This is an optimization exercise on Yosys and OpenROAD, whose aim is small area, a short achievable clock period and few clock cycles per item, not a production implementation.
Where RTL was checked, it was by simulation tests only, not by an equivalence proof against the original.
Function not checked in run 1: the RTL went through the layout flow alone.

**flow/standard.sh**
```bash
#!/bin/bash
# synth_recipe.tcl (not shown) runs the flow's synth.tcl, then flattens the netlist and writes it again
# the make line also repeats each setting of config.mk as NAME=value (left out here)
make -C /OpenROAD-flow-scripts/flow DESIGN_CONFIG=/design/flow/config.mk WORK_HOME=/design/flow/orfs CLKGATE_MAP_FILE= SYNTH_SCRIPT=/design/flow/synth_recipe.tcl "${@:-finish}"
```
**flow/design.v**
```verilog
`timescale 1ns/1ns
module lcm#(
parameter DATA_W = 16)
(
input [DATA_W-1:0] A,
input [DATA_W-1:0] B,
input 			vld_in,
input			rst_n,
input 			clk,
output	wire	[DATA_W*2-1:0] 	lcm_out,
output	wire 	[DATA_W-1:0]	mcd_out,
output	reg					vld_out
);
localparam W = DATA_W;
localparam P = 2*DATA_W;
reg [W-1:0] u, v;
reg [P-1:0] pu, pv;
reg         busy;
wire [W-1:0] uv = u | v;
wire [W-1:0] below;    
pfor #(W) pf (.x({uv[W-2:0], 1'b0}), .y(below));
wire [W-1:0] m = uv & ~below;
wire [W-1:0] u0 = u, v0 = v;
wire [P-1:0] pu0 = pu, pv0 = pv;
wire t1 = |(u0 & (m << 0));
wire t2 = |(u0 & (m << 1));
wire t3 = |(u0 & (m << 2));
wire t4 = |(u0 & (m << 3));
wire t5 = |(u0 & (m << 4));
wire t6 = |(v0 & (m << 0));
wire t7 = |(v0 & (m << 1));
wire t8 = |(v0 & (m << 2));
wire t9 = |(v0 & (m << 3));
wire t10 = |(v0 & (m << 4));
wire [W-1:0] u1, v1;
wire [P-1:0] pu1, pv1;
wire t11 = ~t1;
wire t12 = ~t6 & ~t11;
assign u1 = t11 ? (u0 >> 1) : u0;
assign pu1 = t11 ? (pu0 << 1) : pu0;
assign v1 = t12 ? (v0 >> 1) : v0;
assign pv1 = t12 ? (pv0 << 1) : pv0;
wire t13 = t11 ? t2 : t1;
wire t14 = t11 ? t3 : t2;
wire t15 = t11 ? t4 : t3;
wire t16 = t11 ? t5 : t4;
wire t17 = t12 ? t7 : t6;
wire t18 = t12 ? t8 : t7;
wire t19 = t12 ? t9 : t8;
wire t20 = t12 ? t10 : t9;
wire [W-1:0] u2, v2;
wire [P-1:0] pu2, pv2;
wire [W-1:0] d2; wire bo2, lt2, eq2;
rsub #(W) sub2 (.a(u1), .b(v1), .d(d2), .lt(bo2));
fcmp #(W) cmp2 (.a(u1), .b(v1), .lt(lt2), .eq(eq2));
wire [W-1:0] ad2;
cneg #(W) neg2 (.x(d2), .n(lt2), .y(ad2));
assign u2 = ad2;
radd #(P) add2 (.a(pu1), .b(pv1), .s(pv2));
assign v2 = lt2 ? u1 : v1;
assign pu2 = lt2 ? pv1 : pu1;
wire t21 = t13 ^ t17 ^ 1'b0;
wire t22 = (~t13 & t17) | (~(t13 ^ t17) & 1'b0);
wire t23 = t14 ^ t18 ^ t22;
wire t24 = (~t14 & t18) | (~(t14 ^ t18) & t22);
wire t25 = t15 ^ t19 ^ t24;
wire t26 = (~t15 & t19) | (~(t15 ^ t19) & t24);
wire t27 = t16 ^ t20 ^ t26;
wire t28 = (~t16 & t20) | (~(t16 ^ t20) & t26);
wire t29 = t21 ^ (lt2 & 1'b0);
wire t30 = 1'b0 | t21;
wire t31 = t23 ^ (lt2 & t30);
wire t32 = t30 | t23;
wire t33 = t25 ^ (lt2 & t32);
wire t34 = t32 | t25;
wire t35 = t27 ^ (lt2 & t34);
wire t36 = t34 | t27;
wire t37 = lt2 ? t13 : t17;
wire t38 = lt2 ? t14 : t18;
wire t39 = lt2 ? t15 : t19;
wire t40 = lt2 ? t16 : t20;
wire t41 = 1'b0 | eq2;
wire [W-1:0] u3, v3;
wire [P-1:0] pu3, pv3;
wire t42 = ~t29;
assign u3 = t42 ? (u2 >> 1) : u2;
assign pu3 = t42 ? (pu2 << 1) : pu2;
assign v3 = v2;
assign pv3 = pv2;
wire t43 = t42 ? t31 : t29;
wire t44 = t42 ? t33 : t31;
wire t45 = t42 ? t35 : t33;
wire [W-1:0] u4, v4;
wire [P-1:0] pu4, pv4;
wire t46 = ~t43;
assign u4 = t46 ? (u3 >> 1) : u3;
assign pu4 = t46 ? (pu3 << 1) : pu3;
assign v4 = v3;
assign pv4 = pv3;
wire t47 = t46 ? t44 : t43;
wire t48 = t46 ? t45 : t44;
wire [W-1:0] u5, v5;
wire [P-1:0] pu5, pv5;
wire [W-1:0] d5; wire bo5, lt5, eq5;
rsub #(W) sub5 (.a(u4), .b(v4), .d(d5), .lt(bo5));
assign lt5 = bo5;
assign eq5 = ~|d5;
wire [W-1:0] ad5;
cneg #(W) neg5 (.x(d5), .n(lt5), .y(ad5));
wire t49 = lt5 & ~t41;
assign u5 = ad5 & {W{~t41}};
radd #(P) add5 (.a(pv4), .b(pu4 & {P{~t41}}), .s(pv5));
assign v5 = t49 ? u4 : v4;
assign pu5 = t49 ? pv4 : pu4;
wire t50 = t47 ^ t37 ^ 1'b0;
wire t51 = (~t47 & t37) | (~(t47 ^ t37) & 1'b0);
wire t52 = t48 ^ t38 ^ t51;
wire t53 = (~t48 & t38) | (~(t48 ^ t38) & t51);
wire t54 = t41 | eq5;
wire [W-1:0] u6, v6;
wire [P-1:0] pu6, pv6;
wire t55 = |(u5 & (m << 0));
wire t56 = ~t55;
assign u6 = t56 ? (u5 >> 1) : u5;
assign pu6 = t56 ? (pu5 << 1) : pu5;
assign v6 = v5;
assign pv6 = pv5;
wire done = t54;    
always @(posedge clk) begin
	if (vld_in) begin
		u  <= A;
		v  <= B;
		pu <= {P{1'b0}};
		pv <= {{W{1'b0}}, A};
	end
	else begin
		u  <= u6;
		v  <= v6;
		pu <= pu6;
		pv <= pv6;
	end
end
always @(posedge clk or negedge rst_n)
	if (!rst_n) begin
		busy    <= 1'b0;
		vld_out <= 1'b0;
	end
	else begin
		busy    <= vld_in | (busy & ~done);
		vld_out <= busy & ~vld_in & done;
	end
assign mcd_out = v;
assign lcm_out = pv;
endmodule
module radd #(parameter N = 32) (input [N-1:0] a, input [N-1:0] b, output [N-1:0] s);
wire [N:0] c;
assign c[0] = 1'b0;
genvar i;
generate for (i = 0; i < N; i = i + 1) begin : g
	assign s[i] = a[i] ^ b[i] ^ c[i];
	assign c[i+1] = (a[i] & b[i]) | (c[i] & (a[i] ^ b[i]));
end endgenerate
endmodule
module rsub #(parameter N = 16) (input [N-1:0] a, input [N-1:0] b, output [N-1:0] d, output lt);
wire [N:0] c;
assign c[0] = 1'b1;
genvar i;
generate for (i = 0; i < N; i = i + 1) begin : g
	assign d[i] = a[i] ^ ~b[i] ^ c[i];
	assign c[i+1] = (a[i] & ~b[i]) | (c[i] & (a[i] ^ ~b[i]));
end endgenerate
assign lt = ~c[N];
endmodule
module cneg #(parameter N = 16) (input [N-1:0] x, input n, output [N-1:0] y);
wire [N:0] seen;
assign seen[0] = 1'b0;
genvar i;
generate for (i = 0; i < N; i = i + 1) begin : g
	assign y[i] = x[i] ^ (n & seen[i]);
	assign seen[i+1] = seen[i] | x[i];
end endgenerate
endmodule
module pfor #(parameter N = 16) (input [N-1:0] x, output [N-1:0] y);
generate
if (N == 1) begin : leaf
	assign y = x;
end
else begin : node
	wire [N/2-1:0] yl, yh;
	pfor #(N/2) lo (.x(x[N/2-1:0]), .y(yl));
	pfor #(N/2) hi (.x(x[N-1:N/2]), .y(yh));
	assign y = {yh | {(N/2){yl[N/2-1]}}, yl};
end
endgenerate
endmodule
module fcmp #(parameter N = 16) (input [N-1:0] a, input [N-1:0] b, output lt, output eq);
generate
if (N == 1) begin : leaf
	assign lt = ~a[0] & b[0];
	assign eq = ~(a[0] ^ b[0]);
end
else begin : node
	wire lth, eqh, ltl, eql;
	fcmp #(N/2) hi (.a(a[N-1:N/2]), .b(b[N-1:N/2]), .lt(lth), .eq(eqh));
	fcmp #(N/2) lo (.a(a[N/2-1:0]), .b(b[N/2-1:0]), .lt(ltl), .eq(eql));
	assign lt = lth | (eqh & ltl);
	assign eq = eqh & eql;
end
endgenerate
endmodule
```
**flow/flow/abc_area_map.script**
```
strash
dch
amap
topo
stime -c
buffer -c
upsize -c
dnsize -c
```
**flow/constraint.sdc**
```tcl
create_clock -name core_clock -period 100.0 [get_ports {clk}]
set_input_delay 20.0000 -clock core_clock [delete_from_list [all_inputs] [get_ports {clk}]]
set_output_delay 20.0000 -clock core_clock [all_outputs]
set_load 0.01 [all_outputs]
```
**flow/config.mk**
```make
export PLATFORM = sky130hd
export DESIGN_NAME = lcm
export DESIGN_NICKNAME = lcm
export VERILOG_FILES = /design/flow/design.v
export SDC_FILE = /design/flow/constraint.sdc
export NUM_CORES = 4
export LEC_CHECK = 0
export ABC_AREA = 1
export CAP_MARGIN = 20
export CORE_MARGIN = 2
export CORE_UTILIZATION = 40
export SLEW_MARGIN = 20
```
**flow/flow/run.sh**
```bash
#!/bin/bash
# Own layout flow: the standard flow (standard.sh) with two changes:
#  1. synthesis maps the logic with ABC's area mapper (amap, script
#     flow/abc_area_map.script) instead of ORFS's abc_area.script; every other
#     synthesis step, the registers and their names are the standard flow's own
#     (synth_recipe.tcl is used unchanged, with the abc command wrapped);
#  2. the port buffers are plain buf_1 cells (buffer_ports would pick
#     clkdlybuf4s50_1, which is bigger and slower).
# Each tool's output goes to a log in this folder (and ORFS's own logs under
# orfs/logs).
set -euo pipefail
here=$(pwd)
scr="$here/flow/abc_area_map.script"
{
  cat <<EOT
proc abc {args} {
  set i [lsearch -exact \$args -script]
  if {\$i >= 0} { lset args [expr {\$i + 1}] {$scr} }
  yosys abc {*}\$args
}
EOT
  cat synth_recipe.tcl
} > my_synth.tcl
sed "s#SYNTH_SCRIPT=[^ ]*#SYNTH_SCRIPT=$here/my_synth.tcl#" standard.sh > my_standard.sh
grep -q "SYNTH_SCRIPT=$here/my_synth.tcl" my_standard.sh
export BUFFER_PORTS_ARGS="-buffer_cell sky130_fd_sc_hd__buf_1"
bash my_standard.sh > flow.log 2>&1
```
==> results of run 1 <==
[per-stage QoR]
stage | cells | utilization | worst slack, ns
finish | 1486 | 0.444 | 78.21
global placement | 1470 | 0.429 | 77.89
CTS | 1486 | 0.444 | 78.22
detailed placement | 1470 | 0.429 | 77.86
global route | 1486 | 0.444 | 77.96
floorplan | 1169 | - | 78.78
[per-layer routing]
layer,up-vias,global-route usage
li1,4365,-
met1,4472,0.363
met2,397,0.386
met3,49,0.0242
met4,0,0.0826
met5,-,0
[kinds of logic after synthesis]
logic type | synth area share
XOR/XNOR | 0.000951
AND/OR/NAND/NOR | 0.137
buffers and inverters | 0.0804
AO/OA/AOI/OAI | 0.346
flip-flops | 0.214
adder cells (fa/ha/maj) | 0.222
[state kept, by name, indices dropped and copies added, names as in the netlist]
name and count:
pu 32, pv 32, u 16, v 16, busy 1, vld_out 1
[cell type report]
type	count	area, um^2	share of cell area
Multi-Input combinational cell	882	6550	0.652
Inverter	103	387	0.0385
Clock inverter	5	85.1	0.00847
Timing Repair Buffer	102	455	0.0453
Clock buffer	11	243	0.0242
Tap cell	285	357	0.0355
Sequential cell	98	1970	0.196
[path summary, 6_finish.rpt]
kind | startpoint | to | depth (start not counted)
setup / recovery | vld_in | u[13]$_DFF_P_ | 7
hold / removal | busy$_DFF_PN0_ | vld_out$_DFF_PN0_ | 1
setup reg to reg | u[0]$_DFF_P_ | pv[31]$_SDFF_PP0_ | 62
hold reg to reg | busy$_DFF_PN0_ | vld_out$_DFF_PN0_ | 1
max in group asynchronous | rst_n | vld_out$_DFF_PN0_ | 1
min in group asynchronous | rst_n | busy$_DFF_PN0_ | 1
[cell usage in the layout, fill, tap and decap left out, types with 5 or more instances in the layout]
cell / instances
o22ai_1: 194
o211ai_1: 6
buf_4: 19
clkbuf_16: 9
ha_1: 21
nand2_1: 106
o21ai_1: 30
o21ai_0: 49
a22o_1: 16
or3_1: 13
or2_2: 5
nor2_1: 118
o22a_1: 90
o221ai_1: 18
a21oi_1: 60
dfxtp_1: 96
fa_1: 89
inv_1: 99
buf_1: 82
nor3_1: 11
nand4_1: 5
nor4_1: 10
[worst max-delay path, cell delays in order]
cell and delay, ns:
clkbuf_2 0.07, buf_4 0.52, inv_1 0.08, buf_4 0.23
nand2_1 0.42, buf_4 0.43, o221ai_1 0.16
==> out/qor.yml, run 1 <==
routing:
  drtIter0Drc: 746
  wl_met3_um: 1970
  vias: 9283
  firstDrtPassIters: 6
  dr.max_layer_used: "met4"
  drc: 0
  wl_um: 29700
  drtAntennaViolNets: 0
  vias_per_cell: 6.25
  m1WireLength_um: 14000
  route.met2.wl_um: 13100
  wl_per_cell_um: 20.0
worst_setup_path:
  r2r_slack_ns: 81.22
  arrival_ns: 21.97
  crit_fanout: 65
  critPathRequiredTime_ns: 100.18
  end_kind: "register"
  start_kind: "primary input"
  crit_type: "primary input to register"
placed_design:
  placed_area_um2: 9720
  finalWeightedCongestion: 0.911
  portBuffers: 83
  hpwlAfterDp_um: 22100
synth:
  syn_area_um2: 9210
  synth_edf_count: 0
  synth_area_leaders: "dfxtp_1 21%, fa_1 19%, o22ai_1 13%, o22a_1 8.6%, nor2_1 4.8%"
  async_flop_share: 0.0204
  syn_area_per_cell_um2: 7.88
  syn_inst: 1169
  seq_area_frac_synth: 0.214
  synth_top_area_share: 0.209
  synth_most_common_cell: "o22ai_1"
  yosys-top-cells-count: "194 x o22ai_1, 119 x nor2_1, 106 x nand2_1"
  synth_top_cell_by_area: "dfxtp_1"
  synth_ff_type: "dfxtp_1"
  synth_nets: 1314
  ys_seq_elements: 98
  synthDistinctLibCells: 46
  synth_warnings: 1
finish:
  fin_nets: 1341
  drive_gt1_frac: 0.0433
  syn2layout_area_growth_pct: 9.04
  antennaDiodeCount: 0
  n_fill_cell: 2290
  post-route-cell-area_um2: 10000
floorplan:
  die_x_um: 156
  ios: 84
  dieArea_um2: 24300
  coreArea_um2: 22600
  die_y_um: 156
  initial_core_util: 0.407
  rows: 55
clock_network:
  cts_tree: "done"
  hold_buffers: 0
  post_cts_resize_count: 0
  numCtsBuffers: 9
  clkTransAtPathRegs_ns: 0.07
  postCtsSetupBuffers: 0
  clk-insertion-delay-late_ns: 0.35
  htreeDepth: 3
  cts.sinks: 98
  clk_path_buf_depth: 2
  ctsRootBufferMaster: "clkbuf_16"
sta:
  period_share: 0.218
  finalCriticalPeriod_ns: 21.79
  fin_tns_setup_ns: 0
  hold_slack_ns: 0.532
  skew_ns: 0.0124
  slew_headroom: 0.382
  hold_violations: 0
  fmax_mhz: 45.9
  rsz0062_at_grt: "no"
  worstMarginPinSlew_ns: 0.903
  finalSetupViolations: 0
  finalMaxSlewViolations: 0
grt:
  grt_start_max_net_pins: 66
  grt_pass1_wl_um: 48100
  grt_overflow: 0
  first_global_vias: 9102
  grt_usage: 0.249
  antenna_found_initial: 0
hold_path:
  hp-class: "register to register"
job:
  drv_cap: 0
outcome:
  outcome: "no timing/DRC/antenna violations"
==> run 2, diff against run 1 <==
--- a/flow/design.v
+++ b/flow/design.v
@@ -52,7 +52,5 @@
 wire [P-1:0] pu2, pv2;
-wire [W-1:0] d2; wire bo2, lt2, eq2;
-rsub #(W) sub2 (.a(u1), .b(v1), .d(d2), .lt(bo2));
+wire [W-1:0] d2, ad2; wire bo2, lt2, eq2;
 fcmp #(W) cmp2 (.a(u1), .b(v1), .lt(lt2), .eq(eq2));
-wire [W-1:0] ad2;
-cneg #(W) neg2 (.x(d2), .n(lt2), .y(ad2));
+rsub #(W) sub2 (.a(lt2 ? v1 : u1), .b(lt2 ? u1 : v1), .d(ad2), .lt(bo2));
 assign u2 = ad2;
@@ -103,3 +101,3 @@
 wire [P-1:0] pu5, pv5;
-wire [W-1:0] d5; wire bo5, lt5, eq5;
+wire [W-1:0] d5, ad5; wire bo5, lt5, eq5;
 rsub #(W) sub5 (.a(u4), .b(v4), .d(d5), .lt(bo5));
@@ -107,3 +105,2 @@
 assign eq5 = ~|d5;
-wire [W-1:0] ad5;
 cneg #(W) neg5 (.x(d5), .n(lt5), .y(ad5));
@@ -129,3 +126,3 @@
 always @(posedge clk) begin
-	if (vld_in) begin
+	if (!busy) begin
 		u  <= A;
==> out/qor.yml, run 2 <==
synth:
  synth_top_cell_by_area: "dfxtp_1"
  synth_top_area_share: 0.211
  syn_area_per_cell_um2: 7.94
  ys_seq_elements: 98
  syn_area_um2: 9110
  synth_warnings: 1
  async_flop_share: 0.0204
  seq_area_frac_synth: 0.216
  synthDistinctLibCells: 59
  yosys-top-cells-count: "206 x o22ai_1, 110 x nor2_1, 100 x inv_1"
  syn_inst: 1147
  synth_area_leaders: "dfxtp_1 21%, fa_1 16%, o22ai_1 14%, ha_1 4.7%, nor2_1 4.5%"
  synth_edf_count: 0
  synth_most_common_cell: "o22ai_1"
  synth_ff_type: "dfxtp_1"
  synth_nets: 1291
grt:
  antenna_found_initial: 0
  grt_usage: 0.253
  grt_start_max_net_pins: 71
  first_global_vias: 9116
  grt_overflow: 0
  grt_pass1_wl_um: 48600
sta:
  finalCriticalPeriod_ns: 20.97
  fin_tns_setup_ns: 0
  slew_headroom: 0.391
  hold_slack_ns: 0.643
  fmax_mhz: 47.7
  finalSetupViolations: 0
  finalMaxSlewViolations: 0
  worstMarginPinSlew_ns: 0.907
  finalWorstSetupSlack_ns: 79.03
  hold_violations: 0
  skew_ns: 0.0111
  rsz0062_at_grt: "no"
  period_share: 0.210
finish:
  final_cells: 1464
  n_fill_cell: 2280
  final_util: 0.442
  final_cell_mix: "206 x o22ai_1, 109 x nor2_1, 100 x inv_1"
  syn2layout_area_growth_pct: 9.19
  multi_input_area_um2: 6430
  largestRegisters: "pu (32), pv (32)"
  antennaDiodeCount: 0
  fin_nets: 1318
  drive_gt1_frac: 0.0577
  regArea_um2: 1970
  final_common_cell: "o22ai_1"
floorplan:
  die_x_um: 155
  coreArea_um2: 22500
  dieArea_um2: 24000
  initial_core_util: 0.405
  ios: 84
  die_y_um: 155
  rows: 55
routing:
  vias_per_cell: 6.23
  drtIter0Drc: 855
  drtAntennaViolNets: 0
  wl_per_cell_um: 20.4
  vias: 9117
  wl_um: 29900
  drc: 0
  firstDrtPassIters: 6
clock_network:
  cts.sinks: 98
  cts_tree: "done"
  clk_path_buf_depth: 2
  post_cts_resize_count: 0
  hold_buffers: 0
  clk-insertion-delay-late_ns: 0.37
  clkTransAtPathRegs_ns: 0.08
  htreeDepth: 3
  numCtsBuffers: 9
  ctsRootBufferMaster: "clkbuf_16"
  postCtsSetupBuffers: 0
worst_setup_path:
  arrival_ns: 0.97
  end_kind: "output pin"
  path_cells: "buf_1"
  cp_top_family: "flip-flops"
  critPathRequiredTime_ns: 80.00
  max_stage_delay_ns: 0.42
  critPathSlowestCell: "dfxtp_1"
  start_kind: "register"
  r2r_slack_ns: 80.73
  critPathBufInv: 1
  crit_type: "register to output pin"
  crit_fanout: 3
placed_design:
  pre_cts_ws_ns: 79.42
  portBuffers: 83
  hpwlAfterDp_um: 21200
  finalWeightedCongestion: 0.872
  dp.cells: 1448
job:
  drv_cap: 0
hold_path:
  hp-class: "register to register"
outcome:
  outcome: "no timing/DRC/antenna violations"
run 2: cell type report:
type                            count  share of cell area
Timing Repair Buffer              100              0.0442
Tap cell                          285              0.0358
Multi-Input combinational cell    859               0.646
Clock inverter                      7              0.0131
Inverter                          106              0.0400
Sequential cell                    98               0.198
Clock buffer                        9              0.0226
run 2: worst min-delay path, stage by stage, from the launching register on:
cell and delay [ns]:
dfrtp_1 0.49, nand2_1 0.08, nand2_1 0.05
run 2: final timing paths:
| kind | startpoint | to | cells after the start |
|---|---|---|---|
| max | pv[13]$_DFF_P_ | lcm_out[13] | 1 |
| min | busy$_DFF_PN0_ | pv[15]$_DFF_P_ | 2 |
| max reg2reg | u[0]$_DFF_P_ | pv[31]$_SDFF_PN0_ | 61 |
| min reg2reg | busy$_DFF_PN0_ | pv[15]$_DFF_P_ | 2 |
| max in group asynchronous | rst_n | busy$_DFF_PN0_ | 1 |
| min in group asynchronous | rst_n | busy$_DFF_PN0_ | 1 |
run 2: routing by layer:
layer | share of wire | track usage | up-vias | wire (um)
met5 | 0 | 0 | - | 0
met2 | 0.45 | 0.405 | 330 | 13500
li1 | - | - | 4307 | -
met4 | 0.020 | 0.0758 | 0 | 611
met1 | 0.47 | 0.361 | 4435 | 14000
met3 | 0.058 | 0.0298 | 45 | 1750
run 2: cells by family (layout without fill, tap and decap cells):
group	Yosys count	after routing	share of synthesized area
and+or+nand+nor	288	288	0.148
DFF	98	98	0.216
adders and majority gates	109	109	0.212
buffers and inverters	190	222	0.0828
AOI/OAI and AO/OA	462	462	0.342
run 2: metrics by stage:
step,instance area (um^2)
final,9950
after global routing,9950
after CTS,9950
after detailed placement,9590
after global placement,9590
after floorplan,9110
Testbench counts of run 2, summed over its fixed seeds: cycles 11,369, items 1,600.
==> run 3, diff against run 2 <==
--- a/flow/design.v
+++ b/flow/design.v
@@ -124,2 +124,10 @@
 assign pv6 = pv5;
+wire [W-1:0] u7, v7;
+wire [P-1:0] pu7, pv7;
+wire t57 = |(u6 & (m << 0));
+wire t58 = ~t57;
+assign u7 = t58 ? (u6 >> 1) : u6;
+assign pu7 = t58 ? (pu6 << 1) : pu6;
+assign v7 = v6;
+assign pv7 = pv6;
 wire done = t54;    
@@ -133,6 +141,6 @@
 	else begin
-		u  <= u6;
-		v  <= v6;
-		pu <= pu6;
-		pv <= pv6;
+		u  <= u7;
+		v  <= v7;
+		pu <= pu7;
+		pv <= pv7;
 	end
==> out/qor.yml, run 3 <==
outcome:
  outcome: "no timing/DRC/antenna violations"
sta:
  slew_headroom: 0.379
  finalSetupViolations: 0
  rsz0062_at_grt: "no"
  worstMarginPinSlew_ns: 0.929
  finalCriticalPeriod_ns: 21.05
  hold_violations: 0
  finalMaxSlewViolations: 0
  period_share: 0.210
  skew_ns: 0.00693
  fmax_mhz: 47.5
  fin_tns_setup_ns: 0
synth:
  synth_warnings: 1
  ys_seq_elements: 98
  synth_area_leaders: "dfxtp_1 20%, fa_1 16%, o22ai_1 14%, o22a_1 12%, ha_1 4.5%"
  synth_top_area_share: 0.203
  seq_area_frac_synth: 0.208
  synth_most_common_cell: "o22ai_1"
  async_flop_share: 0.0204
  syn_area_per_cell_um2: 7.98
  synth_nets: 1333
  yosys-top-cells-count: "213 x o22ai_1, 135 x o22a_1, 109 x inv_1"
  synth_edf_count: 0
  syn_inst: 1189
  synth_top_cell_by_area: "dfxtp_1"
  synth_ff_type: "dfxtp_1"
  synthDistinctLibCells: 53
  syn_area_um2: 9490
grt:
  grt_usage: 0.257
  first_global_vias: 9202
  grt_pass1_wl_um: 50400
  grt_start_max_net_pins: 79
  antenna_found_initial: 0
  grt_overflow: 0
finish:
  antennaDiodeCount: 0
  syn2layout_area_growth_pct: 8.03
  fin_nets: 1348
  final_cell_mix: "213 x o22ai_1, 135 x o22a_1, 108 x inv_1"
  drive_gt1_frac: 0.0414
  final_common_cell: "o22ai_1"
  largestRegisters: "pu (32), pv (32)"
worst_setup_path:
  end_kind: "output pin"
  critPathRequiredTime_ns: 80.00
  critPathSlowestCell: "dfxtp_1"
  crit_type: "register to output pin"
  arrival_ns: 1.05
  cp_top_family: "flip-flops"
  max_stage_delay_ns: 0.49
  crit_fanout: 4
  critPathBufInv: 1
  start_kind: "register"
  path_cells: "buf_1"
floorplan:
  ios: 84
  rows: 56
  dieArea_um2: 25000
  coreArea_um2: 23400
  initial_core_util: 0.405
  die_x_um: 158
  die_y_um: 158
clock_network:
  clk-insertion-delay-late_ns: 0.36
  numCtsBuffers: 9
  hold_buffers: 0
  post_cts_resize_count: 0
  cts.sinks: 98
  cts_tree: "done"
  clkTransAtPathRegs_ns: 0.08
  ctsRootBufferMaster: "clkbuf_16"
  clk_path_buf_depth: 2
  htreeDepth: 3
  postCtsSetupBuffers: 0
routing:
  vias_per_cell: 6.43
  wl_um: 31900
  wl_per_cell_um: 20.9
  drc: 0
  vias: 9822
  drtAntennaViolNets: 0
  drtIter0Drc: 883
  firstDrtPassIters: 6
placed_design:
  finalWeightedCongestion: 0.966
  portBuffers: 83
  hpwlAfterDp_um: 23600
job:
  drv_cap: 0
hold_path:
  hp-class: "register to register"
## run 3: changes by cell type after synthesis, moves of 12 or more
cell	previous run	this run
nor2_1	110	81
or2_2	14	2
o22a_1	34	135
a22o_1	26	1
nand2_1	79	105
nand2b_1	24	1
## run 3: final cells by class
cell class | instances | area, um^2
tap | 319 | 399
clock inverter | 7 | 61.3
inverter | 112 | 420
timing repair buffer | 102 | 454
fill | 2452 | 13200
clock buffer | 9 | 225
sequential | 98 | 1970
multi-input combinational | 881 | 6720
## run 3: kinds of logic after synthesis
family	synth area share
AOI/OAI and AO/OA	0.389
and+or+nand+nor	0.111
buffers and inverters	0.0874
adders and majority gates	0.203
DFF	0.208
xor gates and xnor gates	0.00185
## run 3: worst register-to-register path, delay by kind of cell (launching register included)
kind,cells,cell delay [ns]
adders and majority gates,19,7.57
and+or+nand+nor,23,5.64
buffers and inverters,10,2.97
DFF,1,0.38
AOI/OAI and AO/OA,19,3.48
## run 3: worst paths after layout
check	startpoint	end	slack (ns)	cells after the start
max in group asynchronous	rst_n	busy$_DFF_PN0_	80.47	1
setup reg to reg	v[0]$_DFF_P_	u[6]$_DFF_P_	79.80	71
hold / removal	busy$_DFF_PN0_	u[15]$_DFF_P_	0.76	1
min in group asynchronous	rst_n	vld_out$_DFF_PN0_	19.41	1
setup / recovery	v[10]$_DFF_P_	mcd_out[10]	78.95	1
hold reg to reg	busy$_DFF_PN0_	u[15]$_DFF_P_	0.76	1
## run 3: layer usage
layer  share of wire  vias up  GRT usage
met2            0.45      463      0.407
met4           0.035        0     0.0952
li1                -     4539          -
met3           0.074       74     0.0364
met5               0        -          0
met1            0.44     4746      0.357
## run 3: metrics by stage
| stage | worst slack [ns] | hold slack (ns) | instances | utilization | instance area [um^2] |
|---|---|---|---|---|---|
| floorplan | 79.58 | 0.647 | 1189 | - | 9490 |
| global placement | 79.33 | 0.758 | 1512 | 0.426 | 9960 |
| detailed placement | 79.34 | 0.756 | 1512 | 0.426 | 9960 |
| CTS | 78.95 | 0.774 | 1528 | 0.438 | 10200 |
| global route | 78.62 | 0.818 | 1528 | 0.438 | 10200 |
| finish | 78.95 | 0.759 | 1528 | 0.438 | 10200 |
Testbench counts of run 3, summed over its fixed seeds: cycles 10,955, items 1,600.
==> run 4, diff against run 3 <==
==> flow/flow/abc_area_map.script (replaced) <==
strash
dc2
dch
amap
topo
stime -c
buffer -c
upsize -c
dnsize -c
==> out/qor.yml, run 4 <==
worst_setup_path:
  crit_top_cell: "fa_1"
  crit_fanout: 49
  critPathSlowestCell: "buf_4"
  r2r.worst_path.cells: 87
  worstReg2RegEnd: "u[11]$_DFF_P_"
  r2r_slack_ns: 78.11
  reg2reg_from: "v[0]$_DFF_P_"
  crit_type: "register to register"
  cp.depth: 87
  end_kind: "register"
  start_kind: "register"
  cp_top_family: "adder cells"
  arrival_ns: 22.17
  max_stage_delay_ns: 0.52
  critPathRequiredTime_ns: 100.28
  critPathBufInv: 14
routing:
  drtAntennaViolNets: 0
  drc: 0
  wl_um: 33600
  vias: 9813
  drtIter0Drc: 959
  firstDrtPassIters: 6
  wl_per_cell_um: 21.2
  vias_per_cell: 6.19
sta:
  period_share: 0.219
  fmax_mhz: 45.7
  finalSetupViolations: 0
  fin_tns_setup_ns: 0
  finalCriticalPeriod_ns: 21.89
  rsz0062_at_grt: "no"
  finalMaxSlewViolations: 0
  worstMarginPinSlew_ns: 0.911
  slew_headroom: 0.386
  hold_violations: 0
  skew_ns: 0.0122
clock_network:
  htreeDepth: 3
  ctsRootBufferMaster: "clkbuf_16"
  clkTransAtPathRegs_ns: 0.08
  cts_tree: "done"
  postCtsSetupBuffers: 0
  hold_buffers: 0
  post_cts_resize_count: 0
  clk_path_buf_depth: 2
  numCtsBuffers: 9
  clk-insertion-delay-late_ns: 0.36
  cts.sinks: 98
synth:
  synth_top_area_share: 0.201
  synth_warnings: 1
  synth_edf_count: 0
  synthDistinctLibCells: 63
  synth_ff_type: "dfxtp_1"
  ys_seq_elements: 98
  yosys-top-cells-count: "230 x o22ai_1, 173 x nor2_1, 125 x inv_1"
  synth_top_cell_by_area: "dfxtp_1"
  synth_area_leaders: "dfxtp_1 20%, fa_1 16%, o22ai_1 15%, nor2_1 6.8%, inv_1 4.9%"
  synth_most_common_cell: "o22ai_1"
  syn_area_um2: 9540
  syn_area_per_cell_um2: 7.73
  seq_area_frac_synth: 0.207
  synth_nets: 1378
  syn_inst: 1234
  async_flop_share: 0.0204
floorplan:
  die_x_um: 158
  die_y_um: 158
  rows: 56
  dieArea_um2: 25100
  ios: 84
  initial_core_util: 0.406
  coreArea_um2: 23500
job:
  drv_cap: 0
finish:
  antennaDiodeCount: 0
  fin_nets: 1405
  final_cell_mix: "230 x o22ai_1, 173 x nor2_1, 125 x inv_1"
  drive_gt1_frac: 0.0592
  syn2layout_area_growth_pct: 8.80
  largestRegisters: "pu (32), pv (32)"
  post-route-cell-area_um2: 10400
  final_util: 0.442
  final_common_cell: "o22ai_1"
hold_path:
  hp-class: "register to register"
  hold_path_depth: 2
  hold_end: "v[1]$_DFF_P_"
  holdCritStartpoint: "busy$_DFF_PN0_"
grt:
  first_global_vias: 9574
  grt_pass1_wl_um: 53100
  grt_overflow: 0
  grt_usage: 0.273
  grt_start_max_net_pins: 63
  antenna_found_initial: 0
placed_design:
  placed_area_um2: 10000
  portBuffers: 83
  finalWeightedCongestion: 1.02
  hpwlAfterDp_um: 24600
outcome:
  outcome: "no timing/DRC/antenna violations"
run 4: changes by cell type in the layout (fill, tap and decap cells not counted), sizes merged, moves of 16 or more:
cell and change:
a21oi +31, nor2 +94, o22ai +18, o32ai +16, o21ai -34, o22a -88
inv +23, nand2 -32
run 4: how the worst max path moves through the flow:
stage | endpoint | slack (ns) | start
after detailed placement | u[11]$_DFF_P_ | 78.37 | v[0]$_DFF_P_
final | u[11]$_DFF_P_ | 78.11 | v[0]$_DFF_P_
after global routing | u[11]$_DFF_P_ | 76.55 | v[0]$_DFF_P_
after global placement | u[0]$_DFF_P_ | 78.53 | u[0]$_DFF_P_
after floorplan | mcd_out[13] | 79.54 | v[13]$_DFF_P_
after CTS | u[11]$_DFF_P_ | 78.35 | v[0]$_DFF_P_
run 4: through the flow:
step | setup slack [ns] | cells | hold slack (ns)
global placement | 78.53 | 1569 | 0.751
floorplan | 79.54 | 1234 | 0.637
detailed placement | 78.37 | 1569 | 0.756
global route | 76.55 | 1585 | 0.802
finish | 78.11 | 1585 | 0.771
CTS | 78.35 | 1585 | 0.766
run 4: cell type report:
| cell class | instances | area, um^2 |
|---|---|---|
| tap | 319 | 399 |
| multi-input combinational | 911 | 6690 |
| timing repair buffer | 104 | 469 |
| sequential | 98 | 1970 |
| inverter | 137 | 514 |
| fill | 2443 | 13100 |
| clock inverter | 7 | 111 |
| clock buffer | 9 | 225 |
run 4: routing by layer:
| layer | share of wire | track usage |
|---|---|---|
| met5 | 0 | 0 |
| met4 | 0.023 | 0.0764 |
| met3 | 0.055 | 0.0294 |
| met2 | 0.46 | 0.448 |
| met1 | 0.46 | 0.381 |
run 4: worst reg2reg max path: cells and delay by family, from the launching register on:
kind | cells | cell delay, ns
AO/OA/AOI/OAI | 24 | 5.43
adder cells (fa/ha/maj) | 19 | 7.63
buffers and inverters | 14 | 3.12
flip-flops | 1 | 0.40
AND/OR/NAND/NOR | 30 | 5.20
run 4: cells by family (layout without fill, tap and decap cells):
kind of cell / after synthesis / count (layout) / synth area share
AO/OA/AOI/OAI: 495 / 495 / 0.352
flip-flops: 98 / 98 / 0.207
XOR/XNOR: 1 / 1 / 0.000918
buffers and inverters: 225 / 257 / 0.0943
adder cells (fa/ha/maj): 109 / 109 / 0.202
AND/OR/NAND/NOR: 306 / 306 / 0.144
==> run 5, diff against run 4 <==
==> flow/flow/abc_area_map.script (replaced) <==
strash
dch
amap
topo
stime -c
buffer -c
upsize -c
dnsize -c
--- a/flow/config.mk
+++ b/flow/config.mk
@@ -10,3 +10,3 @@
 export CORE_MARGIN = 2
-export CORE_UTILIZATION = 40
+export CORE_UTILIZATION = 65
 export SLEW_MARGIN = 20
==> out/qor.yml, run 5 <==
placed_design:
  finalWeightedCongestion: 0.971
  portBuffers: 83
  placed_area_um2: 9780
  hpwlAfterDp_um: 20200
worst_setup_path:
  crit_fanout: 4
  critPathRequiredTime_ns: 80.00
  critPathSlowestCell: "dfxtp_1"
  crit_type: "register to output pin"
  arrival_ns: 0.95
  start_kind: "register"
  critPathBufInv: 1
  path_cells: "buf_1"
  cp_top_family: "flip-flops"
  end_kind: "output pin"
  max_stage_delay_ns: 0.42
floorplan:
  die_y_um: 125
  dieArea_um2: 15600
  initial_core_util: 0.660
  ios: 84
  die_x_um: 125
  coreArea_um2: 14400
  rows: 44
routing:
  drtAntennaViolNets: 0
  vias: 9952
  firstDrtPassIters: 6
  wl_per_cell_um: 21.0
  wl_um: 29100
  vias_per_cell: 7.15
  drtIter0Drc: 1117
  drc: 0
synth:
  synth_most_common_cell: "o22ai_1"
  syn_area_um2: 9490
  synth_edf_count: 0
  synthDistinctLibCells: 53
  synth_nets: 1333
  synth_ff_type: "dfxtp_1"
  syn_area_per_cell_um2: 7.98
  synth_top_area_share: 0.203
  seq_area_frac_synth: 0.208
  syn_inst: 1189
  ys_seq_elements: 98
  yosys-top-cells-count: "213 x o22ai_1, 135 x o22a_1, 109 x inv_1"
  synth_top_cell_by_area: "dfxtp_1"
  async_flop_share: 0.0204
  synth_warnings: 1
  synth_area_leaders: "dfxtp_1 20%, fa_1 16%, o22ai_1 14%, o22a_1 12%, ha_1 4.5%"
finish:
  regArea_um2: 1970
  final_common_cell: "o22ai_1"
  multi_input_area_um2: 6720
  syn2layout_area_growth_pct: 6.42
  post-route-cell-area_um2: 10100
  n_fill_cell: 1252
  antennaDiodeCount: 0
  largestRegisters: "pu (32), pv (32)"
  drive_gt1_frac: 0.0398
  fin_nets: 1346
  final_cell_mix: "213 x o22ai_1, 135 x o22a_1, 108 x inv_1"
job:
  drv_cap: 0
sta:
  fin_tns_setup_ns: 0
  hold_violations: 0
  finalCriticalPeriod_ns: 20.95
  rsz0062_at_grt: "no"
  worstMarginPinSlew_ns: 1.04
  finalSetupViolations: 0
  hold_slack_ns: 0.727
  fmax_mhz: 47.7
  skew_ns: 0.0123
  slew_headroom: 0.307
  period_share: 0.209
  finalMaxSlewViolations: 0
hold_path:
  hp-class: "register to register"
grt:
  grt_overflow: 0
  grt_usage: 0.382
  first_global_vias: 9740
  grt_start_max_net_pins: 79
  grt_pass1_wl_um: 48700
  antenna_found_initial: 0
clock_network:
  clkTransAtPathRegs_ns: 0.08
  hold_buffers: 0
  post_cts_resize_count: 0
  clk-insertion-delay-late_ns: 0.36
  postCtsSetupBuffers: 0
  htreeDepth: 3
  numCtsBuffers: 9
  ctsRootBufferMaster: "clkbuf_16"
  clk_path_buf_depth: 2
  cts.sinks: 98
  cts_tree: "done"
outcome:
  outcome: "no timing/DRC/antenna violations"
## run 5: changes by cell type after synthesis, moves of 8 or more
cell,change
a211oi_1,-9
a21oi_1,-32
o22ai_1,-17
o21ai_1,+41
nand2_1,+33
a22oi_1,+11
o32ai_1,-16
inv_2,-9
nor3_2,-8
nor2_1,-92
o22a_1,+88
clkbuf_1,+14
inv_1,-16
## run 5: final cells by class
class | count | area share
tap | 184 | 0.0228
sequential | 98 | 0.195
inverter | 112 | 0.0416
clock buffer | 10 | 0.0237
clock inverter | 6 | 0.00781
timing repair buffer | 100 | 0.0435
multi-input combinational | 881 | 0.665
## run 5: kinds of logic after synthesis
| group | share of synthesized area |
|---|---|
| and+or+nand+nor | 0.111 |
| DFF | 0.208 |
| xor gates and xnor gates | 0.00185 |
| AOI/OAI and AO/OA | 0.389 |
| adders and majority gates | 0.203 |
| buffers and inverters | 0.0874 |
## run 5: path summary, 6_finish.rpt
kind | from | endpoint | slack (ns) | depth (start not counted)
worst max-delay path | v[10]$_DFF_P_ | mcd_out[10] | 79.05 | 1
worst min-delay path | busy$_DFF_PN0_ | u[15]$_DFF_P_ | 0.73 | 1
worst max register to register | u[0]$_DFF_P_ | u[1]$_DFF_P_ | 79.20 | 72
worst min register to register | busy$_DFF_PN0_ | u[15]$_DFF_P_ | 0.73 | 1
max in group asynchronous | rst_n | vld_out$_DFF_PN0_ | 80.47 | 1
min in group asynchronous | rst_n | busy$_DFF_PN0_ | 19.41 | 1
## run 5: routing by layer
metal / global-route usage / routed length [um]
met3: 0.0481 / 2820
met1: 0.506 / 11500
met5: 0 / 0
met2: 0.626 / 13700
met4: 0.174 / 1170
## run 5: per-stage QoR
stage	instances	setup WS [ns]	utilization
floorplan	1189	79.58	-
global placement	1375	79.45	0.681
detailed placement	1375	79.43	0.681
CTS	1391	79.04	0.703
global route	1391	77.97	0.703
finish	1391	79.05	0.703
==> run 6, diff against run 5 <==
==> flow/flow/abc_area_map.script (replaced) <==
strash
dch
amap
topo
--- a/flow/config.mk
+++ b/flow/config.mk
@@ -10,3 +10,3 @@
 export CORE_MARGIN = 2
-export CORE_UTILIZATION = 65
+export CORE_UTILIZATION = 40
 export SLEW_MARGIN = 20
==> out/qor.yml, run 6 <==
outcome:
  outcome: "no timing/DRC/antenna violations"
synth:
  synth_top_cell_by_area: "dfxtp_1"
  synth_nets: 1235
  syn_area_um2: 9040
  async_flop_share: 0.0204
  synth_warnings: 1
  synthDistinctLibCells: 39
  synth_most_common_cell: "o22ai_1"
  syn_inst: 1091
  synth_edf_count: 0
  synth_area_leaders: "dfxtp_1 21%, fa_1 17%, o22ai_1 15%, o22a_1 13%, ha_1 4.7%"
  synth_top_area_share: 0.213
  yosys-top-cells-count: "214 x o22ai_1, 135 x o22a_1, 112 x clkinv_1"
  ys_seq_elements: 98
  synth_ff_type: "dfxtp_1"
  syn_area_per_cell_um2: 8.28
  seq_area_frac_synth: 0.218
hold_path:
  hold_path_depth: 2
  hp-class: "register to register"
  hold_end: "pv[14]$_DFF_P_"
  holdCritStartpoint: "busy$_DFF_PN0_"
sta:
  period_share: 0.211
  finalMaxSlewViolations: 0
  fin_tns_setup_ns: 0
  finalSetupViolations: 0
  worstMarginPinSlew_ns: 0.818
  hold_violations: 0
  slew_headroom: 0.452
  rsz0062_at_grt: "no"
  skew_ns: 0.00800
  finalCriticalPeriod_ns: 21.12
  fmax_mhz: 47.4
clock_network:
  postCtsSetupBuffers: 0
  htreeDepth: 3
  clk-insertion-delay-late_ns: 0.36
  post_cts_resize_count: 0
  hold_buffers: 0
  cts_tree: "done"
  numCtsBuffers: 9
  clkTransAtPathRegs_ns: 0.07
  ctsRootBufferMaster: "clkbuf_16"
  clk_path_buf_depth: 2
  cts.sinks: 98
worst_setup_path:
  end_kind: "register"
  critPathBufInv: 16
  crit_fanout: 50
  arrival_ns: 21.38
  r2r.worst_path.cells: 75
  cp_top_family: "adder cells"
  critPathSlowestCell: "buf_4"
  reg2reg_from: "v[0]$_DFF_P_"
  max_stage_delay_ns: 0.55
  critPathRequiredTime_ns: 100.27
  start_kind: "register"
  worstReg2RegEnd: "u[2]$_DFF_P_"
  crit_top_cell: "fa_1"
  crit_type: "register to register"
  crit_path_start: "v[0]$_DFF_P_"
  r2r_slack_ns: 78.88
floorplan:
  rows: 54
  initial_core_util: 0.410
  ios: 84
  dieArea_um2: 23800
  die_x_um: 154
  die_y_um: 154
  coreArea_um2: 22000
routing:
  drtIter0Drc: 793
  vias_per_cell: 6.46
  drc: 0
  wl_um: 31100
  vias: 9640
  firstDrtPassIters: 5
  wl_per_cell_um: 20.8
  drtAntennaViolNets: 0
grt:
  grt_usage: 0.261
  first_global_vias: 9549
  grt_pass1_wl_um: 49900
  grt_start_max_net_pins: 79
  grt_overflow: 0
  antenna_found_initial: 0
placed_design:
  hpwlAfterDp_um: 22300
  finalWeightedCongestion: 0.936
  portBuffers: 83
finish:
  final_common_cell: "o22ai_1"
  final_cell_mix: "214 x o22ai_1, 135 x o22a_1, 111 x clkinv_1"
  multi_input_area_um2: 6680
  drive_gt1_frac: 0.0346
  regArea_um2: 1970
  antennaDiodeCount: 0
  syn2layout_area_growth_pct: 12.9
  largestRegisters: "pu (32), pv (32)"
  n_fill_cell: 2213
  fin_nets: 1352
job:
  drv_cap: 0
run 6: cell count changes after synthesis, sizes merged:
cell,change
clkinv,+111
clkbuf,-67
buf,-31
inv,-111
run 6: how the worst max path moves through the flow:
stage               slack [ns]  cells past startpoint           end
finish                   78.88                     75  u[2]$_DFF_P_
detailed placement       79.08                     75  u[2]$_DFF_P_
global route             77.39                     75  u[2]$_DFF_P_
global placement         79.27                     75  u[2]$_DFF_P_
CTS                      79.00                     75  u[2]$_DFF_P_
floorplan                70.02                     70  u[0]$_DFF_P_
run 6: kinds of logic after synthesis:
family / after synthesis / share of synthesized area
DFF: 98 / 0.218
xor gates and xnor gates: 2 / 0.00194
AOI/OAI and AO/OA: 532 / 0.407
buffers and inverters: 112 / 0.0465
and+or+nand+nor: 238 / 0.113
adders and majority gates: 109 / 0.213
run 6: area by class of cell:
class                   count  area share
clock buffers              11      0.0228
well taps                 280      0.0343
inverters                 112      0.0412
clock inverters             5     0.00601
repair buffers            106      0.0475
multi-input cells         881       0.655
flip-flops and latches     98       0.193
run 6: stage by stage:
stage	cell area, um^2	setup slack, ns	utilization	instances	hold slack [ns]
floorplan	9040	70.02	-	1091	0.544
global placement	9910	79.27	0.450	1477	0.759
detailed placement	9910	79.08	0.450	1477	0.762
CTS	10200	79.00	0.463	1493	0.768
global route	10200	77.39	0.463	1493	0.785
finish	10200	78.88	0.463	1493	0.758
run 6: routing by layer:
layer / GRT usage / wire, um / vias up
li1: - / - / 4533
met1: 0.335 / 12900 / 4596
met2: 0.442 / 14600 / 431
met3: 0.0417 / 2370 / 80
met4: 0.106 / 1200 / 0
met5: 0 / 0 / -
run 6: worst reg2reg max path, delay by kind of cell (launching register included):
family,cells,cell delay [ns]
compound gates,20,4.28
fa+ha+maj,18,7.25
buf+inv,16,4.47
flops,1,0.34
simple gates,21,4.72
==> run 7, diff against run 6 <==
==> flow/flow/abc_area_map.script (replaced) <==
strash
dch
amap
topo
stime -c
buffer -c
upsize -c
dnsize -c
--- a/flow/config.mk
+++ b/flow/config.mk
@@ -11,2 +11,3 @@
 export CORE_UTILIZATION = 40
+export CTS_BUF_LIST = sky130_fd_sc_hd__clkbuf_8
 export SLEW_MARGIN = 20
==> out/qor.yml, run 7 <==
finish:
  final_common_cell: "o22ai_1"
  n_fill_cell: 2459
  multi_input_area_um2: 6720
  fin_nets: 1348
  post-route-cell-area_um2: 10100
  antennaDiodeCount: 0
  regArea_um2: 1970
  largestRegisters: "pu (32), pv (32)"
  drive_gt1_frac: 0.0414
  final_cell_mix: "213 x o22ai_1, 135 x o22a_1, 108 x inv_1"
  syn2layout_area_growth_pct: 6.96
synth:
  syn_area_um2: 9490
  synth_most_common_cell: "o22ai_1"
  synth_warnings: 1
  yosys-top-cells-count: "213 x o22ai_1, 135 x o22a_1, 109 x inv_1"
  synthDistinctLibCells: 53
  synth_edf_count: 0
  synth_top_area_share: 0.203
  ys_seq_elements: 98
  synth_top_cell_by_area: "dfxtp_1"
  syn_inst: 1189
  seq_area_frac_synth: 0.208
  async_flop_share: 0.0204
  synth_nets: 1333
  synth_ff_type: "dfxtp_1"
  syn_area_per_cell_um2: 7.98
  synth_area_leaders: "dfxtp_1 20%, fa_1 16%, o22ai_1 14%, o22a_1 12%, ha_1 4.5%"
sta:
  slew_headroom: 0.367
  worstMarginPinSlew_ns: 0.948
  finalWorstSetupSlack_ns: 78.91
  fmax_mhz: 47.4
  finalCriticalPeriod_ns: 21.09
  hold_violations: 0
  skew_ns: 0.0107
  fin_tns_setup_ns: 0
  rsz0062_at_grt: "no"
  finalMaxSlewViolations: 0
  period_share: 0.211
  finalSetupViolations: 0
  hold_slack_ns: 0.770
routing:
  drtAntennaViolNets: 0
  vias: 9831
  drtIter0Drc: 843
  wl_um: 31800
  vias_per_cell: 6.43
  wl_per_cell_um: 20.8
  firstDrtPassIters: 5
  drc: 0
clock_network:
  post_cts_resize_count: 0
  ctsRootBufferMaster: "clkbuf_8"
  clk-insertion-delay-late_ns: 0.40
  numCtsBuffers: 9
  htreeDepth: 3
  cts_tree: "done"
  postCtsSetupBuffers: 0
  cts.sinks: 98
  clkTransAtPathRegs_ns: 0.11
  clk_path_buf_depth: 2
  hold_buffers: 0
worst_setup_path:
  reg2reg_from: "v[0]$_DFF_P_"
  r2r.worst_path.cells: 70
  max_stage_delay_ns: 0.50
  crit_fanout: 4
  critPathRequiredTime_ns: 80.00
  end_kind: "output pin"
  crit_type: "register to output pin"
  critPathSlowestCell: "dfxtp_1"
  arrival_ns: 1.09
  cp_top_family: "flip-flops"
  start_kind: "register"
  worstReg2RegEnd: "u[11]$_DFF_P_"
  path_cells: "buf_1"
  critPathBufInv: 1
  r2r_slack_ns: 79.82
floorplan:
  coreArea_um2: 23400
  dieArea_um2: 25000
  die_x_um: 158
  ios: 84
  initial_core_util: 0.405
  die_y_um: 158
  rows: 56
placed_design:
  finalWeightedCongestion: 0.966
  placed_area_um2: 9960
  pre_cts_ws_ns: 79.34
  hpwlAfterDp_um: 23600
  portBuffers: 83
hold_path:
  holdCritStartpoint: "busy$_DFF_PN0_"
  hold_end: "u[15]$_DFF_P_"
  hold_path_depth: 1
  hp-class: "register to register"
grt:
  grt_overflow: 0
  grt_start_max_net_pins: 79
  antenna_found_initial: 0
  first_global_vias: 9200
  grt_usage: 0.257
  grt_pass1_wl_um: 50300
job:
  drv_cap: 0
outcome:
  outcome: "no timing/DRC/antenna violations"
[run 7: final cells by class]
| cell class | count | area share |
|---|---|---|
| Multi-Input combinational cell | 881 | 0.662 |
| Tap cell | 319 | 0.0393 |
| Inverter | 112 | 0.0414 |
| Clock inverter | 7 | 0.00604 |
| Sequential cell | 98 | 0.194 |
| Clock buffer | 9 | 0.0122 |
| Timing Repair Buffer | 102 | 0.0448 |
[run 7: logic make-up after synthesis]
kind of cell,after synthesis,synth area share
and+or+nand+nor,238,0.111
adders and majority gates,109,0.203
buffers and inverters,210,0.0874
DFF,98,0.208
xor gates and xnor gates,2,0.00185
AOI/OAI and AO/OA,532,0.389
[run 7: worst max-delay path by stage]
stage,startpoint,to,slack (ns),depth (start not counted)
6_report,v[10]$_DFF_P_,mcd_out[10],78.91,1
4_1_cts,v[10]$_DFF_P_,mcd_out[10],78.89,1
2_1_floorplan,v[10]$_DFF_P_,mcd_out[10],79.58,0
5_1_grt,v[0]$_DFF_P_,pu[9]$_SDFF_PN0_,78.61,70
3_5_place_dp,v[10]$_DFF_P_,mcd_out[10],79.34,1
3_3_place_gp,v[10]$_DFF_P_,mcd_out[10],79.33,1
[run 7: metal layers]
layer / track usage / share of wire / vias up / wire [um]
li1: - / - / 4540 / -
met1: 0.356 / 0.44 / 4741 / 13900
met2: 0.406 / 0.45 / 479 / 14400
met3: 0.0367 / 0.078 / 71 / 2490
met4: 0.0970 / 0.034 / 0 / 1090
met5: 0 / 0 / - / 0
[run 7: stage by stage]
step,utilization,cells
floorplan,-,1189
global placement,0.426,1512
detailed placement,0.426,1512
CTS,0.434,1528
global route,0.434,1528
finish,0.434,1528
==> run 8, diff against run 7 <==
==> flow/flow/abc_area_map.script (replaced) <==
strash
dch -f
amap
topo
stime -c
buffer -c
upsize -c
dnsize -c
--- a/flow/config.mk
+++ b/flow/config.mk
@@ -11,3 +11,3 @@
 export CORE_UTILIZATION = 40
-export CTS_BUF_LIST = sky130_fd_sc_hd__clkbuf_8
+export CTS_BUF_LIST = sky130_fd_sc_hd__clkbuf_4 sky130_fd_sc_hd__clkbuf_8
 export SLEW_MARGIN = 20
==> out/qor.yml, run 8 <==
placed_design:
  portBuffers: 83
  hpwlAfterDp_um: 23000
  finalWeightedCongestion: 0.981
sta:
  rsz0062_at_grt: "no"
  skew_ns: 0.0114
  finalSetupViolations: 0
  worstMarginPinSlew_ns: 0.952
  finalCriticalPeriod_ns: 21.09
  hold_violations: 0
  hold_slack_ns: 0.770
  finalMaxSlewViolations: 0
  slew_headroom: 0.365
  fmax_mhz: 47.4
  fin_tns_setup_ns: 0
  period_share: 0.211
clock_network:
  postCtsSetupBuffers: 0
  hold_buffers: 0
  cts_tree: "done"
  clk-insertion-delay-late_ns: 0.39
  clkTransAtPathRegs_ns: 0.11
  clk_path_buf_depth: 2
  cts.sinks: 98
  htreeDepth: 3
  post_cts_resize_count: 0
  numCtsBuffers: 9
  ctsRootBufferMaster: "clkbuf_8"
finish:
  final_common_cell: "o22ai_1"
  multi_input_area_um2: 6620
  drive_gt1_frac: 0.0681
  final_cell_mix: "269 x o22ai_1, 104 x inv_1, 96 x dfxtp_1"
  largestRegisters: "pu (32), pv (32)"
  regArea_um2: 1970
  n_fill_cell: 2400
  fin_nets: 1328
  antennaDiodeCount: 0
  syn2layout_area_growth_pct: 7.17
grt:
  grt_overflow: 0
  grt_start_max_net_pins: 80
  antenna_found_initial: 0
  grt_usage: 0.264
  grt_pass1_wl_um: 51900
  first_global_vias: 9641
worst_setup_path:
  crit_type: "register to output pin"
  critPathSlowestCell: "dfxtp_1"
  max_stage_delay_ns: 0.50
  crit_fanout: 6
  end_kind: "output pin"
  cp_top_family: "flip-flops"
  arrival_ns: 1.09
  path_cells: "buf_1"
  critPathRequiredTime_ns: 80.00
  critPathBufInv: 1
  start_kind: "register"
synth:
  synth_warnings: 1
  async_flop_share: 0.0204
  yosys-top-cells-count: "269 x o22ai_1, 104 x inv_1, 96 x dfxtp_1"
  synth_edf_count: 0
  syn_area_um2: 9390
  synth_most_common_cell: "o22ai_1"
  synth_top_area_share: 0.205
  syn_inst: 1163
  seq_area_frac_synth: 0.210
  synth_area_leaders: "dfxtp_1 20%, o22ai_1 18%, fa_1 16%, o22a_1 8.3%, ha_1 4.5%"
  synth_ff_type: "dfxtp_1"
  synthDistinctLibCells: 55
  synth_top_cell_by_area: "dfxtp_1"
  synth_nets: 1307
  ys_seq_elements: 98
  syn_area_per_cell_um2: 8.08
routing:
  vias: 9757
  drc: 0
  drtAntennaViolNets: 0
  wl_per_cell_um: 21.3
  drtIter0Drc: 1037
  firstDrtPassIters: 6
  wl_um: 32100
  vias_per_cell: 6.47
job:
  drv_cap: 0
floorplan:
  coreArea_um2: 23300
  die_x_um: 157
  initial_core_util: 0.404
  ios: 84
  dieArea_um2: 24700
  rows: 56
  die_y_um: 157
outcome:
  outcome: "no timing/DRC/antenna violations"
hold_path:
  hp-class: "register to register"
run 8: final cells by class:
cell class / count / share of cell area
Tap cell: 319 / 0.0397
Timing Repair Buffer: 99 / 0.0429
Multi-Input combinational cell: 862 / 0.658
Sequential cell: 98 / 0.196
Clock buffer: 11 / 0.0150
Inverter: 114 / 0.0425
Clock inverter: 5 / 0.00609
run 8: per-layer routing:
metal | share of wire | wire length, um | global-route usage
met1 | 0.43 | 13900 | 0.359
met3 | 0.083 | 2680 | 0.0430
met5 | 0 | 0 | 0
met2 | 0.45 | 14600 | 0.427
met4 | 0.029 | 947 | 0.0909
run 8: kinds of logic (layout without fill, tap and decap cells):
kind of cell | count (synthesis) | in the layout | share of synthesized area
AOI/OAI and AO/OA | 531 | 531 | 0.385
adders and majority gates | 109 | 109 | 0.205
buffers and inverters | 203 | 229 | 0.0884
DFF | 98 | 98 | 0.210
and+or+nand+nor | 222 | 222 | 0.111
run 8: worst paths after layout:
path | start | end | slack, ns | cells after the start
max | v[1]$_DFF_P_ | mcd_out[1] | 78.91 | 1
min | busy$_DFF_PN0_ | vld_out$_DFF_PN0_ | 0.77 | 1
max reg2reg | v[1]$_DFF_P_ | pu[9]$_SDFF_PN0_ | 79.10 | 72
min reg2reg | busy$_DFF_PN0_ | vld_out$_DFF_PN0_ | 0.77 | 1
max in group asynchronous | rst_n | busy$_DFF_PN0_ | 80.50 | 1
min in group asynchronous | rst_n | vld_out$_DFF_PN0_ | 19.38 | 1
run 8: per-stage QoR:
stage                     instances  utilization  setup slack [ns]  cell area [um^2]
after global placement         1492        0.424             79.33              9850
final                          1508        0.433             78.91             10100
after CTS                      1508        0.433             78.89             10100
after detailed placement       1492        0.424             79.33              9850
after floorplan                1163            -             79.58              9390
after global routing           1508        0.433             77.76             10100
==> run 9, diff against run 8 <==
==> flow/flow/abc_area_map.script (replaced) <==
strash
ifraig
scorr
dc2
strash
dch -f
amap -m
topo
stime -c
buffer -c
upsize -c
dnsize -c
==> out/qor.yml, run 9 <==
synth:
  synth_nets: 1391
  ys_seq_elements: 98
  synth_edf_count: 0
  syn_inst: 1247
  synth_ff_type: "dfxtp_1"
  async_flop_share: 0.0204
  synth_area_leaders: "dfxtp_1 20%, fa_1 16%, o22ai_1 10%, nor2_1 7.8%, o22a_1 7.4%"
  seq_area_frac_synth: 0.204
  yosys-top-cells-count: "200 x nor2_1, 155 x o22ai_1, 116 x inv_1"
  synth_warnings: 1
  syn_area_um2: 9680
  synth_top_cell_by_area: "dfxtp_1"
  synthDistinctLibCells: 60
  syn_area_per_cell_um2: 7.76
  synth_top_area_share: 0.199
  synth_most_common_cell: "nor2_1"
grt:
  grt_overflow: 0
  grt_usage: 0.261
  grt_start_max_net_pins: 64
  grt_pass1_wl_um: 53400
  first_global_vias: 9548
  antenna_found_initial: 0
worst_setup_path:
  critPathRequiredTime_ns: 80.00
  reg2reg_from: "u[0]$_DFF_P_"
  max_stage_delay_ns: 0.49
  path_cells: "buf_1"
  start_kind: "register"
  cp_top_family: "flip-flops"
  arrival_ns: 1.08
  crit_fanout: 4
  crit_type: "register to output pin"
  critPathSlowestCell: "dfxtp_1"
  end_kind: "output pin"
  critPathBufInv: 1
  crit_path_start: "v[15]$_DFF_P_"
clock_network:
  cts_tree: "done"
  clk-insertion-delay-late_ns: 0.40
  clk_path_buf_depth: 2
  clkTransAtPathRegs_ns: 0.12
  numCtsBuffers: 9
  ctsRootBufferMaster: "clkbuf_8"
  hold_buffers: 0
  post_cts_resize_count: 0
  htreeDepth: 3
  cts.sinks: 98
  postCtsSetupBuffers: 0
floorplan:
  initial_core_util: 0.410
  ios: 84
  die_x_um: 160
  coreArea_um2: 23600
  rows: 56
  die_y_um: 160
  dieArea_um2: 25400
placed_design:
  hpwlAfterDp_um: 23800
  pre_cts_ws_ns: 79.37
  portBuffers: 83
  finalWeightedCongestion: 0.881
sta:
  skew_ns: 0.0229
  period_share: 0.211
  finalWorstSetupSlack_ns: 78.92
  hold_violations: 0
  slew_headroom: 0.295
  finalCriticalPeriod_ns: 21.08
  finalSetupViolations: 0
  fmax_mhz: 47.4
  rsz0062_at_grt: "no"
  fin_tns_setup_ns: 0
  finalMaxSlewViolations: 0
  worstMarginPinSlew_ns: 1.05
hold_path:
  hp-class: "register to register"
  holdCritStartpoint: "busy$_DFF_PN0_"
job:
  drv_cap: 0
outcome:
  outcome: "no timing/DRC/antenna violations"
routing:
  wl_um: 33600
  drtAntennaViolNets: 0
  vias: 10000
  drtIter0Drc: 1058
  vias_per_cell: 6.28
  drc: 0
  firstDrtPassIters: 10
  wl_per_cell_um: 21.1
finish:
  final_cell_mix: "198 x nor2_1, 154 x o22ai_1, 116 x inv_1"
  fin_nets: 1415
  antennaDiodeCount: 0
  largestRegisters: "pu (32), pv (32)"
  drive_gt1_frac: 0.0713
  final_common_cell: "nor2_1"
  syn2layout_area_growth_pct: 7.75
## run 9: path summary, 6_finish.rpt
path	endpoint	slack, ns	cells past startpoint
worst max-delay path	mcd_out[15]	78.92	1
worst min-delay path	pv[14]$_DFF_P_	0.79	3
worst min register to register	pv[14]$_DFF_P_	0.79	3
max in group asynchronous	busy$_DFF_PN0_	80.52	1
min in group asynchronous	vld_out$_DFF_PN0_	19.36	1
worst max register to register	u[6]$_DFF_P_	79.23	76
## run 9: area by class of cell
| type | count | area (um^2) |
|---|---|---|
| clock buffer | 10 | 138 |
| clock inverter | 6 | 93.8 |
| fill | 2445 | 13200 |
| inverter | 127 | 478 |
| multi-input combinational | 936 | 6910 |
| sequential | 98 | 1970 |
| tap | 319 | 399 |
| timing repair buffer | 99 | 432 |
## run 9: metal layers
layer / share of wire / GRT usage
met1: 0.44 / 0.365
met2: 0.45 / 0.407
met3: 0.078 / 0.0386
met4: 0.034 / 0.102
met5: 0 / 0
## run 9: logic make-up (layout without fill, tap and decap cells)
group	count (synthesis)	after routing	synth area share
and+or+nand+nor	360	360	0.167
adders and majority gates	109	109	0.199
DFF	98	98	0.204
buffers and inverters	213	242	0.0873
AOI/OAI and AO/OA	467	467	0.342
## run 9: per-stage QoR
step / hold WS [ns] / util / instance area, um^2 / cells
3_3_place_gp: 0.779 / 0.432 / 10200 / 1579
2_1_floorplan: 0.664 / - / 9680 / 1247
5_1_grt: 0.838 / 0.442 / 10400 / 1595
4_1_cts: 0.797 / 0.442 / 10400 / 1595
6_report: 0.787 / 0.442 / 10400 / 1595
3_5_place_dp: 0.782 / 0.432 / 10200 / 1579

## separate check: timing with driven ports
No port has a modelled driver above. Below, the same layouts with a new extraction and two added sets of constraints. Step 1 (the two cells are an assumption about what drives the block):
set clk [get_ports {clk}]
set_driving_cell -lib_cell sky130_fd_sc_hd__clkbuf_16 $clk
set_driving_cell -lib_cell sky130_fd_sc_hd__buf_2 [delete_from_list [all_inputs] $clk]
Step 2, shift: input delay + t, output delay - t, t = (earliest + latest rising clock arrival at the registers) / 2. This alone moves slack from input paths to output paths. a / b / c = ideal ports / drivers / drivers and shift; a / b = the first two.
run	shift t [ns]	setup WS [ns]	hold WS [ns]	cell pins on the clock port's net
run 1	0.387	78.206 / 78.230 / 77.843	0.532 / 0.532 / 0.532	1
run 2	0.408	79.032 / 78.986 / 79.395	0.643 / 0.643 / 0.643	1
run 3	0.406	78.951 / 78.903 / 79.310	0.759 / 0.759 / 0.759	1
run 4	0.400	78.109 / 78.109 / 78.109	0.771 / 0.771 / 0.771	1
run 5	0.400	79.053 / 79.005 / 79.198	0.727 / 0.727 / 0.727	1
run 6	0.406	78.883 / 78.883 / 78.883	0.758 / 0.758 / 0.758	1
run 7	0.432	78.911 / 78.868 / 79.301	0.770 / 0.770 / 0.770	1
run 8	0.424	78.914 / 78.871 / 79.097	0.770 / 0.770 / 0.770	1
run 9	0.436	78.924 / 78.879 / 79.231	0.787 / 0.787 / 0.787	1
After both steps setup and hold are still met in every run listed. The setup slack of run 1, which loses most, moves by +0.024 ns with the drivers and by -0.363 ns with both steps.
